Background: an optimization exercise with open tools, aiming at small area, a short achievable clock period and few clock cycles. Do not read the settings as production practice.
RTL that was checked went through simulation tests only; none was proved equivalent to the original.

==> job 2656: inputs <==
// rsa_encrypt
module rsa_encrypt(input clk, reset_n, compute,
                   input [31:0] M, e, n,
                   output logic [31:0] C,
                   output logic encrypt_done);
==> module rsa_encrypt, before the edit <==
module rsa_encrypt(input clk, reset_n, compute,
                   input [31:0] M, e, n,
                   output logic [31:0] C,
                   output logic encrypt_done);
  logic        busy, mul;
  logic [4:0]  i;       
  logic [3:0]  j;       
  logic [15:0] acc, X;
  function automatic [4:0] msb32(input [31:0] v);
    msb32 = 5'd0;
    for (int k = 1; k < 32; k++) if (v[k]) msb32 = k[4:0];
  endfunction
  function automatic [3:0] msb16(input [15:0] v);
    msb16 = 4'd0;
    for (int k = 1; k < 16; k++) if (v[k]) msb16 = k[3:0];
  endfunction
  wire [15:0] nn = n[15:0];
  wire [3:0]  jtop = msb16(nn);
  wire [4:0]  itop = msb32(e);
  wire [15:0] a = mul ? M[15:0] : X;
  wire        b = X[j];
  wire [17:0] t  = {1'b0, acc, 1'b0} + (b ? {2'b0, a} : 18'd0);
  wire [18:0] t1 = {1'b0, t} - {3'b0, nn};
  wire [18:0] t2 = {1'b0, t} - {2'b0, nn, 1'b0};
  wire [15:0] acc_n = !t2[18] ? t2[15:0] : (!t1[18] ? t1[15:0] : t[15:0]);
  always_ff @(posedge clk, negedge reset_n) begin
    if (!reset_n) begin
      busy <= 1'b0;
      encrypt_done <= 1'b0;
    end else if (busy) begin
      if (j == 4'd0 && !(!mul && e[i]) && i == 5'd0) begin
        busy <= 1'b0;
        encrypt_done <= 1'b1;
      end
    end else if (encrypt_done) begin
      if (!compute) encrypt_done <= 1'b0;
    end else if (compute) begin
      if (itop == 5'd0) encrypt_done <= 1'b1;
      else busy <= 1'b1;
    end
  end
  always_ff @(posedge clk) begin
    if (busy) begin
      if (j != 4'd0) begin
        acc <= acc_n;
        j <= j - 4'd1;
      end else begin
        X <= acc_n;
        acc <= 16'd0;
        j <= jtop;
        if (!mul && e[i]) mul <= 1'b1;
        else begin
          mul <= 1'b0;
          i <= i - 5'd1;
        end
      end
    end else if (!encrypt_done) begin
      X <= M[15:0];
      acc <= 16'd0;
      j <= jtop;
      mul <= 1'b0;
      i <= itop - 5'd1;
    end
  end
  assign C = {16'd0, X};
endmodule
make LEC_CHECK=0 CAP_MARGIN=20 CORE_MARGIN=2 CORE_UTILIZATION=40 PLACE_DENSITY=0.6 SLEW_MARGIN=20 finish   # period 5.0 ns
run.sh (not shown) runs the stock make flow with config.mk's settings and CLKGATE_MAP_FILE= SYNTH_SCRIPT=/design/flow/synth_recipe.tcl, a recipe that flattens the netlist after the stock synthesis.
==> job 1757 (differences from job 2656) <==
==> flow/design.v (replaced) <==
module rsa_encrypt(input clk, reset_n, compute,
                   input [31:0] M, e, n,
                   output logic [31:0] C,
                   output logic encrypt_done);
  logic        busy, first, mul, yb, eb;
  logic [4:0]  i;       
  logic [3:0]  j;       
  logic [15:0] acc, X, nr;
  function automatic [4:0] msb32(input [31:0] v);
    msb32 = 5'd0;
    for (int k = 1; k < 32; k++) if (v[k]) msb32 = k[4:0];
  endfunction
  function automatic [3:0] msb16(input [15:0] v);
    msb16 = 4'd0;
    for (int k = 1; k < 16; k++) if (v[k]) msb16 = k[3:0];
  endfunction
  always_ff @(posedge clk) nr <= n[15:0];
  wire [3:0]  jtop = msb16(nr);
  wire [4:0]  itop = msb32(e);
  wire [15:0] Y    = mul ? M[15:0] : X;
  wire [18:0] x  = {2'b0, acc, 1'b0};
  wire [18:0] y  = yb ? {3'b0, X} : 19'd0;
  wire [18:0] z1 = ~{3'b0, nr};
  wire [18:0] z2 = ~{2'b0, nr, 1'b0};
  wire [18:0] s1 = x ^ y ^ z1;
  wire [18:0] c1 = {(x[17:0] & y[17:0]) | (x[17:0] & z1[17:0]) | (y[17:0] & z1[17:0]), 1'b1};
  wire [18:0] s2 = x ^ y ^ z2;
  wire [18:0] c2 = {(x[17:0] & y[17:0]) | (x[17:0] & z2[17:0]) | (y[17:0] & z2[17:0]), 1'b1};
  wire [18:0] t0 = x + y;
  wire [18:0] t1 = s1 + c1;    
  wire [18:0] t2 = s2 + c2;    
  wire [15:0] acc_n = !t2[18] ? t2[15:0] : (!t1[18] ? t1[15:0] : t0[15:0]);
  wire last = !first && j == 4'd0;
  always_ff @(posedge clk, negedge reset_n) begin
    if (!reset_n) begin
      busy <= 1'b0;
      encrypt_done <= 1'b0;
    end else if (busy) begin
      if (last && !(!mul && eb) && i == 5'd0) begin
        busy <= 1'b0;
        encrypt_done <= 1'b1;
      end
    end else if (encrypt_done) begin
      if (!compute) encrypt_done <= 1'b0;
    end else if (compute) begin
      if (itop == 5'd0) encrypt_done <= 1'b1;
      else busy <= 1'b1;
    end
  end
  always_ff @(posedge clk) begin
    eb <= e[i];
    if (busy) begin
      if (first) begin
        acc <= Y[jtop] ? X : 16'd0;
        yb <= Y[jtop - 4'd1];
        j <= jtop - 4'd1;
        first <= 1'b0;
      end else if (!last) begin
        acc <= acc_n;
        yb <= Y[j - 4'd1];
        j <= j - 4'd1;
      end else begin
        X <= acc_n;
        first <= 1'b1;
        if (!mul && eb) mul <= 1'b1;
        else begin
          mul <= 1'b0;
          i <= i - 5'd1;
        end
      end
    end else if (!encrypt_done) begin
      X <= M[15:0];
      first <= 1'b1;
      mul <= 1'b0;
      i <= itop - 5'd1;
    end
  end
  assign C = {16'd0, X};
endmodule
==> job 9933 (differences from job 2656) <==
==> flow/design.v (replaced) <==
module rsa_encrypt(input clk, reset_n, compute,
                   input [31:0] M, e, n,
                   output logic [31:0] C,
                   output logic encrypt_done);
  logic        busy, first, init, keep, trv, mul, yb, ec;
  logic        sa, sx, zx;    
  logic        nz;            
  logic [4:0]  i;             
  logic [3:0]  j;             
  logic [15:0] acc, X;
  function automatic [1:0] lod4(input [3:0] v);
    lod4 = v[3] ? 2'd3 : v[2] ? 2'd2 : v[1] ? 2'd1 : 2'd0;
  endfunction
  function automatic [4:0] msb32(input [31:0] v);
    logic [7:0] nz;
    logic [1:0] hi;
    logic [1:0] lo;
    logic [3:0] q;
    for (int k = 0; k < 8; k++) nz[k] = |v[4*k +: 4];
    hi = lod4({|nz[7:6], |nz[5:4], |nz[3:2], |nz[1:0]});
    lo = nz[2*hi+1] ? 2'd1 : 2'd0;
    q = v[4*(2*hi+lo) +: 4];
    msb32 = {hi, lo[0], lod4(q)};
  endfunction
  function automatic [3:0] msb16(input [15:0] v);
    logic [3:0] nz;
    logic [1:0] hi;
    for (int k = 0; k < 4; k++) nz[k] = |v[4*k +: 4];
    hi = lod4(nz);
    msb16 = {hi, lod4(v[4*hi +: 4])};
  endfunction
  function automatic below16(input [15:0] v);
    below16 = 1'b0;
    for (int k = 0; k < 15; k++) if (v[k+1]) below16 = v[k];
  endfunction
  function automatic below2_16(input [15:0] v);
    below2_16 = 1'b0;
    for (int k = 0; k < 14; k++) if (v[k+2]) below2_16 = v[k];
  endfunction
  wire [15:0] nb = nz ? n[15:0] : 16'd0;
  wire [18:0] xa = zx ? 19'd0 : {2'b0, acc, 1'b0};
  wire [18:0] xb = {3'b0, ({16{sa}} & acc) | ({16{sx}} & X)};
  wire [18:0] z1 = ~{3'b0, nb};
  wire [18:0] z2 = ~{2'b0, nb, 1'b0};
  wire [18:0] s1 = xa ^ xb ^ z1;
  wire [18:0] c1 = {(xa[17:0] & xb[17:0]) | (xa[17:0] & z1[17:0]) | (xb[17:0] & z1[17:0]), 1'b1};
  wire [18:0] s2 = xa ^ xb ^ z2;
  wire [18:0] c2 = {(xa[17:0] & xb[17:0]) | (xa[17:0] & z2[17:0]) | (xb[17:0] & z2[17:0]), 1'b1};
  wire [18:0] t0 = xa + xb;
  wire [18:0] t1 = s1 + c1;    
  wire [18:0] t2 = s2 + c2;    
  wire [15:0] acc_n = !t2[18] ? t2[15:0] : (!t1[18] ? t1[15:0] : t0[15:0]);
  wire [15:0] Y   = mul ? M[15:0] : X;    
  wire y01  = acc[15:1] == 15'd0;         
  wire m2   = M[15:2] == 14'd0;           
  wire bm   = below16(M[15:0]);           
  wire fin  = first ? (mul && m2) : (j == 4'd0);
  wire more = !mul && ec;                 
  wire adv  = fin && !more;               
  wire triv = (e[31:1] == 31'd0) || (M[15:1] == 15'd0);    
  logic busy_n, done_n, first_n, init_n, keep_n, mul_n, yb_n;
  logic [3:0] j_n;
  logic [4:0] i_n;
  always_comb begin
    busy_n = busy; done_n = encrypt_done;
    first_n = first; init_n = init; keep_n = keep; mul_n = mul;
    yb_n = yb; j_n = j; i_n = i;
    if (busy) begin
      if ((first && init && trv) || (adv && i == 5'd0)) begin
        busy_n = 1'b0;
        done_n = 1'b1;
      end
      if (first) begin
        first_n = 1'b0;
        init_n = 1'b0;
        if (mul) begin
          keep_n = 1'b0;
          j_n = msb16({2'b0, M[15:2]});
          yb_n = below2_16(M[15:0]);
        end else if (!init) begin
          keep_n = y01;
          j_n = y01 ? 4'd0 : msb16({1'b0, acc[15:1]});
          yb_n = below16(acc);
        end    
      end else begin
        j_n = j - 4'd1;
        yb_n = Y[j - 4'd1];
        keep_n = 1'b0;
      end
      if (fin) begin
        first_n = 1'b1;
        mul_n = more;
        if (adv) i_n = i - 5'd1;
      end
    end else begin
      if (encrypt_done) begin
        if (!compute) done_n = 1'b0;
      end else if (compute) busy_n = 1'b1;
      first_n = 1'b1;
      init_n = 1'b1;
      keep_n = 1'b0;
      mul_n = 1'b0;
      i_n = msb32({1'b0, e[31:1]});
      j_n = msb16({1'b0, M[15:1]});
      yb_n = bm;
    end
  end
  always_ff @(posedge clk, negedge reset_n) begin
    if (!reset_n) begin
      busy <= 1'b0;
      encrypt_done <= 1'b0;
    end else begin
      busy <= busy_n;
      encrypt_done <= done_n;
    end
  end
  wire sq1 = busy_n && first_n && !mul_n;    
  wire mu1 = busy_n && first_n && mul_n;     
  wire stp = busy_n && !first_n && !keep_n;  
  always_ff @(posedge clk) begin
    acc <= acc_n;
    ec <= e[i];
    first <= first_n; init <= init_n; keep <= keep_n; mul <= mul_n;
    yb <= yb_n; j <= j_n; i <= i_n;
    sa <= (sq1 && !init_n) || (mu1 && bm) || keep_n || !busy_n;
    sx <= (sq1 && init_n) || (stp && yb_n);
    zx <= sq1 || keep_n || !busy_n;
    nz <= stp || mu1;
    if (busy && first && !init) X <= acc;
    if (!busy) begin
      X <= M[15:0];
      trv <= triv;
    end
  end
  assign C = {16'd0, acc};
endmodule
==> flow/flow/run.sh (new file) <==
#!/bin/bash
# The standard layout, with the port buffers made from the smallest buffer
# cell instead of the delay cell buffer_ports picks by default.
set -euo pipefail
export BUFFER_PORTS_ARGS="-buffer_cell sky130_fd_sc_hd__buf_1"
bash standard.sh > standard_flow.log 2>&1
==> flow/standard.sh (new file) <==
#!/bin/bash
# synth_recipe.tcl (not shown) runs the flow's synth.tcl, then flattens the netlist and writes it again
# the make line also repeats each setting of config.mk as NAME=value (left out here)
make -C /OpenROAD-flow-scripts/flow DESIGN_CONFIG=/design/flow/config.mk WORK_HOME=/design/flow/orfs CLKGATE_MAP_FILE= SYNTH_SCRIPT=/design/flow/synth_recipe.tcl "${@:-finish}"
--- a/flow/config.mk
+++ b/flow/config.mk
@@ -9,4 +9,7 @@
 export CORE_MARGIN = 2
 export CORE_UTILIZATION = 40
+export CTS_BUF_LIST = sky130_fd_sc_hd__clkbuf_8
+export GPL_ROUTABILITY_DRIVEN = 0
 export PLACE_DENSITY = 0.6
+export SETUP_SLACK_MARGIN = 1.5
 export SLEW_MARGIN = 20
removed: flow/run.sh
==> comparison table <==
Category of the critical setup timing path: job 2656 reg2reg; job 9933 in2reg; job 1757 reg2reg
Maximum clock frequency: job 2656 178 MHz; job 9933 291 MHz; job 1757 215 MHz
Most frequently used cell type in the post-synthesis netlist: job 2656 sky130_fd_sc_hd__nor2_1; job 9933 sky130_fd_sc_hd__a21oi_1; job 1757 sky130_fd_sc_hd__inv_1
Vias in the first global route: job 2656 5860; job 9933 5928; job 1757 5910
Area of all placed cells without fillers: job 2656 8710 µm²; job 9933 7840 µm²; job 1757 8540 µm²
Origin of the worst min-delay path: job 2656 encrypt_done; job 9933 -; job 1757 busy
Site Rows: job 2656 43; job 9933 48; job 1757 49
Routed Wire Length: job 2656 18700 µm; job 9933 19300 µm; job 1757 19000 µm
Status: job 2656 complete, but fails checks; job 9933 no timing/DRC/antenna violations; job 1757 no timing/DRC/antenna violations
Violated checks: job 2656 setup timing; job 9933 -; job 1757 -
Launching instance or port of the critical path: job 2656 j[0]; job 9933 n[6]; job 1757 yb
Post-synthesis share of cell area spent on full adders, half adders and majority gates: job 2656 11.9%; job 9933 18.6%; job 1757 17.8%
Number of clock buffers in the layout: job 2656 5; job 9933 5; job 1757 9
Clock latency reported for the late side of the worst-skew pair: job 2656 0.29 ns; job 9933 0.33 ns; job 1757 0.35 ns
Placed Instances: job 2656 1045; job 9933 1072; job 1757 1106
Overall via count from detail_route: job 2656 5864; job 9933 6156; job 1757 6059
Cell Area, Placed: job 2656 7840 µm²; job 9933 7390 µm²; job 1757 8260 µm²
Endpoint of the worst hold path: job 2656 encrypt_done; job 9933 -; job 1757 first
Testbench counts of job 2656, summed over its fixed seeds: cycles 6,521.
Testbench counts of job 9933, summed over its fixed seeds: cycles 5,140.
No functional check of the RTL was part of job 1757.

==> re-timing with driven ports <==
In the flow no input, the clock included, has a driving cell. The finished layouts below were timed again as built, in two steps.
Step 1 assumes that a clkbuf_16 drives the clock port and a buf_2 every other input.
Step 2 moves the port delays by t, midway between the first and last clock arrival at a register: inputs arrive t later, outputs are due t later. That takes back most of the time a late clock gives input paths.
Slacks: no drivers / after step 1 / after step 2; pairs: no drivers / after step 1.
run | t, ns | slack for setup (ns) | clock arrival spread, ns | pins driven straight from the clock port
job 2656 | 0.327 | -0.603 / -0.603 / -0.667 | 0.012 / 0.012 | 1
job 1757 | 0.394 | 0.338 / 0.338 / 0.338 | 0.011 / 0.011 | 1
job 9933 | 0.355 | 1.567 / 1.575 / 1.220 | 0.022 / 0.022 | 1
For job 9933, which loses most, drivers alone change the setup slack by +0.008 ns; drivers and shift together by -0.347 ns.
